Background: an optimization exercise with open tools, aiming at small area. Do not read the settings as production practice. The RTL was checked by simulation tests, not by an equivalence proof against the original design. Power figures rest on the tool's default switching activity, not on a simulated workload.

## rev 12
## uart_top
module uart_top (
  input  logic        pclk,
  input  logic        presetn,
  input  logic        psel,
  input  logic        penable,
  input  logic        pwrite,
  input  logic [31:0] paddr,
  input  logic [31:0] pwdata,
  input  logic        uart_rxd,
  output logic        pready,
  output logic [31:0] prdata,
  output logic        uart_txd,
  output logic        uart_intpt
);
export LEC_CHECK = 0
export CAP_MARGIN = 0
export CORE_MARGIN = 2
export CORE_UTILIZATION = 65
export CTS_BUF_LIST = sky130_fd_sc_hd__clkbuf_8
export CTS_CLUSTER_DIAMETER = 50
export CTS_CLUSTER_SIZE = 20
export SLEW_MARGIN = 0
create_clock -name core_clock -period 10.0 [get_ports {pclk}]
standard.sh (not shown) runs the stock make flow with config.mk's settings and CLKGATE_MAP_FILE= SYNTH_SCRIPT=/design/flow/synth_recipe.tcl, a recipe that flattens the netlist after the stock synthesis.
==> flow/flow/run.sh <==
#!/bin/bash
set -euo pipefail
export BUFFER_PORTS_ARGS="-buffer_cell sky130_fd_sc_hd__buf_1"
export CTS_ARGS="-sink_clustering_enable -repair_clock_nets -buf_list sky130_fd_sc_hd__clkbuf_8 -dont_use_dummy_load"
bash standard.sh finish > standard.log 2>&1
Setup changes, rev 12 to rev 13
- swapping 65 for 78 in CORE_UTILIZATION
==> flow/flow/run.sh <==
#!/bin/bash
set -euo pipefail
export BUFFER_PORTS_ARGS="-buffer_cell sky130_fd_sc_hd__buf_1"
export CTS_ARGS="-sink_clustering_enable -repair_clock_nets -sink_clustering_size 30 -sink_clustering_max_diameter 100 -buf_list sky130_fd_sc_hd__clkbuf_16 -dont_use_dummy_load"
bash standard.sh finish > standard.log 2>&1
--- outcome ---
Rev 13 against rev 12: count of placed standard cells in the final layout, fillers left out shrank by 6.4%; internal power contribution saw a decrease; minimum clock period after layout up 0.0064 ns; hold slack increased 0.015 ns. Rev 13 finished end to end and its layout was clean on timing, DRC and antenna. Rev 12 completed; timing, DRC and antenna clean. From rev 12 to rev 13 the numbers moved as follows: flip-flop and latch count level, width of the die moved down, global-route track usage on met2 moved up. Rev 12 → rev 13: routed via count went up 382, worst setup slack went down 0.0064 ns. Core utilization: rev 13 higher than rev 12.

* * *

build 80:
Starting RTL as in the previous note.
export LEC_CHECK = 0
export CAP_MARGIN = 0
export CORE_MARGIN = 2
export CORE_UTILIZATION = 65
export CTS_BUF_LIST = sky130_fd_sc_hd__clkbuf_8
export CTS_CLUSTER_DIAMETER = 50
export CTS_CLUSTER_SIZE = 20
export SLEW_MARGIN = 0
create_clock -name core_clock -period 10.0 [get_ports {pclk}]
==> flow/flow/run.sh <==
#!/bin/bash
set -euo pipefail
export BUFFER_PORTS_ARGS="-buffer_cell sky130_fd_sc_hd__buf_1"
export CTS_ARGS="-sink_clustering_enable -repair_clock_nets -sink_clustering_size 40 -sink_clustering_max_diameter 60 -buf_list sky130_fd_sc_hd__clkbuf_16 -dont_use_dummy_load"
bash standard.sh finish > standard.log 2>&1
diff inputs: build 80 => build 2
==> flow/flow/run.sh <==
#!/bin/bash
set -euo pipefail
export BUFFER_PORTS_ARGS="-buffer_cell sky130_fd_sc_hd__buf_2"
export CTS_ARGS="-sink_clustering_enable -repair_clock_nets -sink_clustering_size 20 -sink_clustering_max_diameter 50 -buf_list sky130_fd_sc_hd__clkbuf_8 -dont_use_dummy_load"
bash standard.sh finish > standard.log 2>&1
## What came out
Between build 2 and build 80, the difference in total length of routed wires is negligible. Comparing cell area for build 2 and build 80, the bigger number came from build 80. Comparing total power for build 2 and build 80, the smaller number came from build 2. The beginning of the critical path comes out paddr[5] in one run and rrp[1] in the other, namely in build 80 and build 2 respectively. Synthesis-stage register bit count came out exactly the same in build 2 and build 80. Count of inserted tapcells came out exactly the same in build 2 and build 80. Build 2 ends up with a global-route wire length before repair that is 0.51% lower than in build 80. Power of the combinational group across build 2 and build 80: no real change. Summary of build 2 over build 80: instance count after placement with tap cells included was more or less identical; number of buffers other than clock buffers in the final layout went down by 5; setup slack went down by 0.32 ns. Core utilization: build 2 lower than build 80.
What build 81 does differently from build 2 at the input level:
==> flow/flow/run.sh <==
#!/bin/bash
set -euo pipefail
export BUFFER_PORTS_ARGS="-buffer_cell sky130_fd_sc_hd__buf_1"
export CTS_ARGS="-sink_clustering_enable -repair_clock_nets -sink_clustering_size 18 -sink_clustering_max_diameter 100 -buf_list sky130_fd_sc_hd__clkbuf_8 -dont_use_dummy_load"
bash standard.sh finish > standard.log 2>&1
- Per the comparison of build 81 with build 2, clock-buffer cell count now sits lower, share of the cycle needed by the critical path after routing now sits lower.
- In terms of global-route wire length before repair, build 81 and build 2 differ only marginally.
- Fraction of final layout cells with drive strength greater than 1 was lower in build 81 than in build 2.
- Comparing build 81 with build 2, the total cell area at the placement stage came out essentially unchanged.
- [build 81] cell area fell 180 um^2 relative to build 2
- Build 2 vs build 81, cell with the biggest individual delay on the critical path: dfrtp_2 vs nor2b_1
- Going from build 2 to build 81, the met2 wire length was found to have gone down by 300 um.
--- input diff build 81..build 60 ---
==> flow/flow/run.sh <==
#!/bin/bash
set -euo pipefail
export BUFFER_PORTS_ARGS="-buffer_cell sky130_fd_sc_hd__buf_1"
export CTS_ARGS="-sink_clustering_enable -repair_clock_nets -sink_clustering_size 30 -sink_clustering_max_diameter 100 -buf_list sky130_fd_sc_hd__clkbuf_16 -dont_use_dummy_load"
bash standard.sh finish > standard.log 2>&1
==> run notes <==
- Number of global-route vias before repair ended up 0.88% lower on build 60 than on build 81.
- In build 60 relative to build 81, final non-filler cell area had gone up slightly.
- Build 60 and build 81 ended up with roughly the same wire length on met2.
- Compared build 60 against build 81; worst hold slack after final layout within noise.
- Build 60 ends up with lower signal arrival time at the worst endpoint than build 81 does.
- As far as number of vias after detailed routing is concerned, build 81 and build 60 perform about the same.
- Any difference in global routing met1 resource utilization between build 60 and build 81 is small enough to ignore.
- Per the comparison of build 60 with build 81, total met3 wirelength after detailed routing went up; wire length of the first global-routing pass now sits at about the same level; clock input transition at the sequential cells of the worst setup and hold paths comparable.
- The lower achievable clock frequency of build 81 and build 60 is in build 81.

* * *

indigo:
Another version of the RTL of uart_top (not shown whole).
For scale: about 1,700 cells after synthesis, ~450 flip-flops.
export LEC_CHECK = 0
export CAP_MARGIN = 0
export CORE_MARGIN = 2
export CORE_UTILIZATION = 65
export SLEW_MARGIN = 0
create_clock -name core_clock -period 10.0 [get_ports {pclk}]
==> flow/flow/run.sh <==
#!/bin/bash
# The standard layout (standard.sh) with these changes:
#  - port buffers are buf_1 cells;
#  - before global placement, cells are swapped for same-area variants with more drive
#    (flow/same_area_upsize.tcl), and drivers of FIFO row enables get their _2 variant;
#  - clock tree synthesis uses clkbuf_16 cells on clusters of up to 30 sinks and inserts no
#    dummy loads.
# The full output of the flow goes to standard.log.
set -euo pipefail
export BUFFER_PORTS_ARGS="-buffer_cell sky130_fd_sc_hd__buf_1"
export PRE_GLOBAL_PLACE_TCL="$PWD/flow/same_area_upsize.tcl"
export SKIP_REPAIR_TIE_FANOUT=1
export CTS_ARGS="-sink_clustering_enable -repair_clock_nets -sink_clustering_size 30 -sink_clustering_max_diameter 100 -buf_list sky130_fd_sc_hd__clkbuf_16 -dont_use_dummy_load"
bash standard.sh finish > standard.log 2>&1
==> flow/flow/same_area_upsize.tcl <==
# Swap cells for the variant of the same area with the larger drive (and max capacitance),
# so that fewer nets need repair buffers. Registers are not touched.
set swaps {
  sky130_fd_sc_hd__o21ai_0   sky130_fd_sc_hd__o21ai_1
  sky130_fd_sc_hd__a21boi_0  sky130_fd_sc_hd__a21boi_1
  sky130_fd_sc_hd__and2_0    sky130_fd_sc_hd__and2_1
  sky130_fd_sc_hd__o311ai_0  sky130_fd_sc_hd__o311ai_1
  sky130_fd_sc_hd__or2_0     sky130_fd_sc_hd__or2_1
}
set n 0
foreach inst [get_cells *] {
  set ref [get_property $inst ref_name]
  set i [lsearch -exact $swaps $ref]
  if { $i >= 0 && $i % 2 == 0 } {
    replace_cell $inst [lindex $swaps [expr {$i + 1}]]
    incr n
  }
}
puts "same_area_upsize: swapped $n cells"

set m 0
foreach inst [get_cells *] {
  set ref [get_property $inst ref_name]
  if { ![regexp {^(sky130_fd_sc_hd__[a-z0-9]+)_[01]$} $ref -> base] } { continue }
  if { [string match "*df*" $ref] } { continue }
  set up "${base}_2"
  if { [llength [get_lib_cells */$up]] == 0 } { continue }
  foreach pin [get_pins -of_objects $inst -filter "direction == output"] {
    set net [get_nets -of_objects $pin]
    set de 0
    foreach load [get_pins -of_objects $net -filter "direction == input"] {
      if { [get_property $load name] eq "DE" } { incr de }
    }
    if { $de >= 6 } {
      replace_cell $inst $up
      incr m
    }
  }
}
puts "same_area_upsize: $m row-enable drivers upsized"
> inputs changed (indigo -> lagoon)
--- a/flow/flow/run.sh
+++ b/flow/flow/run.sh
@@ -4,3 +4,3 @@
 #  - before global placement, cells are swapped for same-area variants with more drive
-#    (flow/same_area_upsize.tcl), and drivers of FIFO row enables get their _2 variant;
+#    (flow/same_area_upsize.tcl);
 #  - clock tree synthesis uses clkbuf_16 cells on clusters of up to 30 sinks and inserts no
==> flow/flow/same_area_upsize.tcl <==
# Swap cells for the variant of the same area with the larger drive (and max capacitance),
# so that fewer nets need repair buffers. Registers are not touched.
set swaps {
  sky130_fd_sc_hd__o21ai_0   sky130_fd_sc_hd__o21ai_1
  sky130_fd_sc_hd__a21boi_0  sky130_fd_sc_hd__a21boi_1
  sky130_fd_sc_hd__and2_0    sky130_fd_sc_hd__and2_1
  sky130_fd_sc_hd__o311ai_0  sky130_fd_sc_hd__o311ai_1
  sky130_fd_sc_hd__or2_0     sky130_fd_sc_hd__or2_1
}
set n 0
foreach inst [get_cells *] {
  set ref [get_property $inst ref_name]
  set i [lsearch -exact $swaps $ref]
  if { $i >= 0 && $i % 2 == 0 } {
    replace_cell $inst [lindex $swaps [expr {$i + 1}]]
    incr n
  }
}
puts "same_area_upsize: swapped $n cells"
### Flow results
lagoon | stages: all done | timing, DRC, antenna: all pass
Taking indigo as the reference, in lagoon sequential share of cell area has increased; power per cell area about even; share of total power in combinational logic went down by 0.2 points; measured slew at the worst slew-check pin went down.
Input changes introduced in willow (baseline for comparison: lagoon):
--- a/flow/flow/run.sh
+++ b/flow/flow/run.sh
@@ -11,4 +11,3 @@
 export PRE_GLOBAL_PLACE_TCL="$PWD/flow/same_area_upsize.tcl"
-export SKIP_REPAIR_TIE_FANOUT=1
-export CTS_ARGS="-sink_clustering_enable -repair_clock_nets -sink_clustering_size 30 -sink_clustering_max_diameter 100 -buf_list sky130_fd_sc_hd__clkbuf_16 -dont_use_dummy_load"
+export CTS_ARGS="-sink_clustering_enable -repair_clock_nets -sink_clustering_size 24 -sink_clustering_max_diameter 100 -buf_list {sky130_fd_sc_hd__clkbuf_8 sky130_fd_sc_hd__clkbuf_16} -dont_use_dummy_load"
 bash standard.sh finish > standard.log 2>&1
Notes after the runs:
Sequential portion of the cell area for willow is lower than for lagoon. | combinational power share | lagoon vs willow | ≈ equal |. The global routing met3 resource utilization in willow sits 1.6 points above the value recorded for lagoon. Going from lagoon to willow, the routed wire length was found to have gone up by 460 um. For the clock-pin slew of the registers on the worst-case setup and hold paths, willow came in 0.02 ns lower than lagoon did. willow vs. lagoon: final cell count went up by about 1.3%. Changes observed in willow relative to lagoon: worst slack after detailed placement climbed 0.040 ns; combinational-cell power consumption barely changed. Summary of willow over lagoon: sum of internal, switching and leakage power increased 2.8%, final area saw an increase, global placer's final weighted congestion has increased.

* * *

Setup of the previous run:
uart_top again, from the RTL that the note above started with.
==> flow/config.mk <==
export PLATFORM = sky130hd
export DESIGN_NAME = uart_top
export DESIGN_NICKNAME = uart_top
export VERILOG_FILES = /design/flow/design.v
export SDC_FILE = /design/flow/constraint.sdc
export NUM_CORES = 4
export LEC_CHECK = 0
export CAP_MARGIN = 0
export CORE_MARGIN = 2
export CORE_UTILIZATION = 65
export SLEW_MARGIN = 0
==> flow/constraint.sdc <==
create_clock -name core_clock -period 10.0 [get_ports {pclk}]
set_input_delay 2.0000 -clock core_clock [delete_from_list [all_inputs] [get_ports {pclk}]]
set_output_delay 2.0000 -clock core_clock [all_outputs]
set_load 0.01 [all_outputs]
==> flow/flow/run.sh <==
#!/bin/bash
# The standard layout (standard.sh) with these changes:
#  - port buffers are buf_1 cells;
#  - before global placement, cells are swapped for same-area variants with more drive
#    (flow/same_area_upsize.tcl);
#  - clock tree synthesis uses clkbuf_16 cells on clusters of up to 30 sinks and inserts no
#    dummy loads.
# The full output of the flow goes to standard.log.
set -euo pipefail
export BUFFER_PORTS_ARGS="-buffer_cell sky130_fd_sc_hd__buf_1"
export PRE_GLOBAL_PLACE_TCL="$PWD/flow/same_area_upsize.tcl"
export CTS_ARGS="-sink_clustering_enable -repair_clock_nets -sink_clustering_size 30 -sink_clustering_max_diameter 100 -buf_list sky130_fd_sc_hd__clkbuf_16 -dont_use_dummy_load"
bash standard.sh finish > standard.log 2>&1
==> flow/flow/same_area_upsize.tcl <==
# Swap cells for the variant of the same area with the larger drive (and max capacitance),
# so that fewer nets need repair buffers. Registers are not touched.
set swaps {
  sky130_fd_sc_hd__o21ai_0   sky130_fd_sc_hd__o21ai_1
  sky130_fd_sc_hd__a21boi_0  sky130_fd_sc_hd__a21boi_1
  sky130_fd_sc_hd__and2_0    sky130_fd_sc_hd__and2_1
  sky130_fd_sc_hd__o311ai_0  sky130_fd_sc_hd__o311ai_1
  sky130_fd_sc_hd__or2_0     sky130_fd_sc_hd__or2_1
}
set n 0
foreach inst [get_cells *] {
  set ref [get_property $inst ref_name]
  set i [lsearch -exact $swaps $ref]
  if { $i >= 0 && $i % 2 == 0 } {
    replace_cell $inst [lindex $swaps [expr {$i + 1}]]
    incr n
  }
}
puts "same_area_upsize: swapped $n cells"
[inputs] the current run vs the previous run
==> flow/flow/run.sh <==
#!/bin/bash
# The standard layout (standard.sh) with these changes:
#  - port buffers are buf_1 cells;
#  - before global placement, cells are swapped for same-area variants with more drive
#    (flow/same_area_upsize.tcl);
#  - the tie cells of constant outputs are not duplicated per output (SKIP_REPAIR_TIE_FANOUT);
#  - clock tree synthesis uses clkbuf_16 cells on clusters of up to 30 sinks and inserts no
#    dummy loads.
# The full output of the flow goes to standard.log.
set -euo pipefail
export BUFFER_PORTS_ARGS="-buffer_cell sky130_fd_sc_hd__buf_1"
export PRE_GLOBAL_PLACE_TCL="$PWD/flow/same_area_upsize.tcl"
export SKIP_REPAIR_TIE_FANOUT=1
export CTS_ARGS="-sink_clustering_enable -repair_clock_nets -sink_clustering_size 30 -sink_clustering_max_diameter 100 -buf_list sky130_fd_sc_hd__clkbuf_16 -dont_use_dummy_load"
bash standard.sh finish > standard.log 2>&1
Notes after the runs:
- For the current run and the previous run, there was not a single run that failed to finish clean.
- Between the previous run and the current run, the non-clock buffer contribution to total cell area figures differ only marginally.
- Against the previous run, clock skew in the current run came out worse.
- Routed wire length of the current run falls short of that of the previous run slightly.
- Per the comparison of the current run with the previous run, combinational power share has remained practically unchanged; global-route usage has decreased; fraction of the cycle the final worst path needs has increased.
- The clock share of power on the previous run is in line with that on the current run.
- The final reports for the current run and the previous run show utilization lower in the former.
- From the previous run to the current run the numbers moved as follows: layout overhead on the synthesized area went down by 0.43 points; upper clock frequency limit moved down.

* * *

uart_top, a different RTL version from the one above (not shown whole).
Size in the first run: about 1500 cells after synthesis, roughly 460 flip-flops, roughly 110 I/O pins, roughly 21000 sq um of cells after synthesis.
clock: 10.0 ns
lec_check: 0
cap_margin: 0
core_margin: 2
core_utilization: 40
cts_buf_list: sky130_fd_sc_hd__clkbuf_4
cts_cluster_diameter: 40
cts_cluster_size: 10
slew_margin: 0
run.sh (not shown) runs the stock make flow with config.mk's settings and CLKGATE_MAP_FILE= SYNTH_SCRIPT=/design/flow/synth_recipe.tcl, a recipe that flattens the netlist after the stock synthesis.
Stock flow here: none of the scripts above is used.
==> next run, changes <==
- CTS_BUF_LIST: sky130_fd_sc_hd__clkbuf_4 -> sky130_fd_sc_hd__clkbuf_8
- CTS_CLUSTER_DIAMETER: 40 -> 50
- CTS_CLUSTER_SIZE: 10 -> 20
=> Final cell count fell by about 2%. Fmax fell by 0.37%. Final area fell by about 0.45%. Count of clock-buffer cells in the layout fell by 37. Critical path depth does not change. Clock power fell by about 7%. Total power fell by 2.7%.
==> next run, changes <==
- CAP_MARGIN: 0 -> 20
- CTS_BUF_LIST: sky130_fd_sc_hd__clkbuf_8 -> default
- CTS_CLUSTER_DIAMETER: 50 -> default
- CTS_CLUSTER_SIZE: 20 -> default
- SLEW_MARGIN: 0 -> 20
The new run finished with timing, DRC and antenna clean.
Power went up by 16%.
Non-clock buffer count went up by 2.
Wire length went up by 1.5%.
Cell count went up by 0.35%.
Count of clock-buffer cells in the layout went up by 12.
Hold slack is worse by 0.0037 ns.
Clock power went up by 46%.

==> static timing again, ports no longer ideal <==
The results above use ideal ports. As a check the final layouts listed here were re-extracted and re-timed, cells and wires unchanged.
Step 1 sets driving cells, clkbuf_16 on the clock port and buf_2 on the other inputs (assumed; they add their load-dependent delay and slew).
Step 2, shift: input delay + t, output delay - t, t = (earliest + latest rising clock arrival at the registers) / 2. This alone moves slack from input paths to output paths.
a / b / c = ideal / step 1 / step 2; a / b = the first two.
run	shift t [ns]	setup slack, ns	hold WS [ns]
rev 12	0.613	4.058 / 4.021 / 4.021	0.440 / 0.440 / 0.440
rev 13	0.565	4.052 / 4.009 / 4.009	0.455 / 0.455 / 0.455
build 80	0.558	4.084 / 4.044 / 4.044	0.442 / 0.442 / 0.442
build 2	0.627	3.768 / 3.719 / 4.211	0.433 / 0.433 / 0.433
build 81	0.649	4.040 / 4.002 / 4.002	0.449 / 0.449 / 0.449
build 60	0.579	4.065 / 4.026 / 4.026	0.449 / 0.449 / 0.449
indigo	0.582	4.090 / 4.068 / 4.070	0.469 / 0.469 / 0.469
lagoon	0.582	4.115 / 4.061 / 4.124	0.480 / 0.480 / 0.480
willow	0.587	4.101 / 4.049 / 4.131	0.456 / 0.456 / 0.456
the previous run	0.581	4.146 / 4.094 / 4.130	0.461 / 0.461 / 0.461
the current run	0.582	4.115 / 4.061 / 4.124	0.480 / 0.480 / 0.480
the first run of note 5	0.877	3.091 / 3.067 / 3.067	0.436 / 0.436 / 0.436
the second run of note 5	0.688	3.066 / 3.042 / 3.042	0.435 / 0.435 / 0.435
the third run of note 5	0.649	3.170 / 3.145 / 3.145	0.432 / 0.432 / 0.432
After both steps every run listed still meets setup and hold. For rev 13, which loses most, drivers alone change the setup slack by -0.043 ns; drivers and shift together by -0.043 ns.
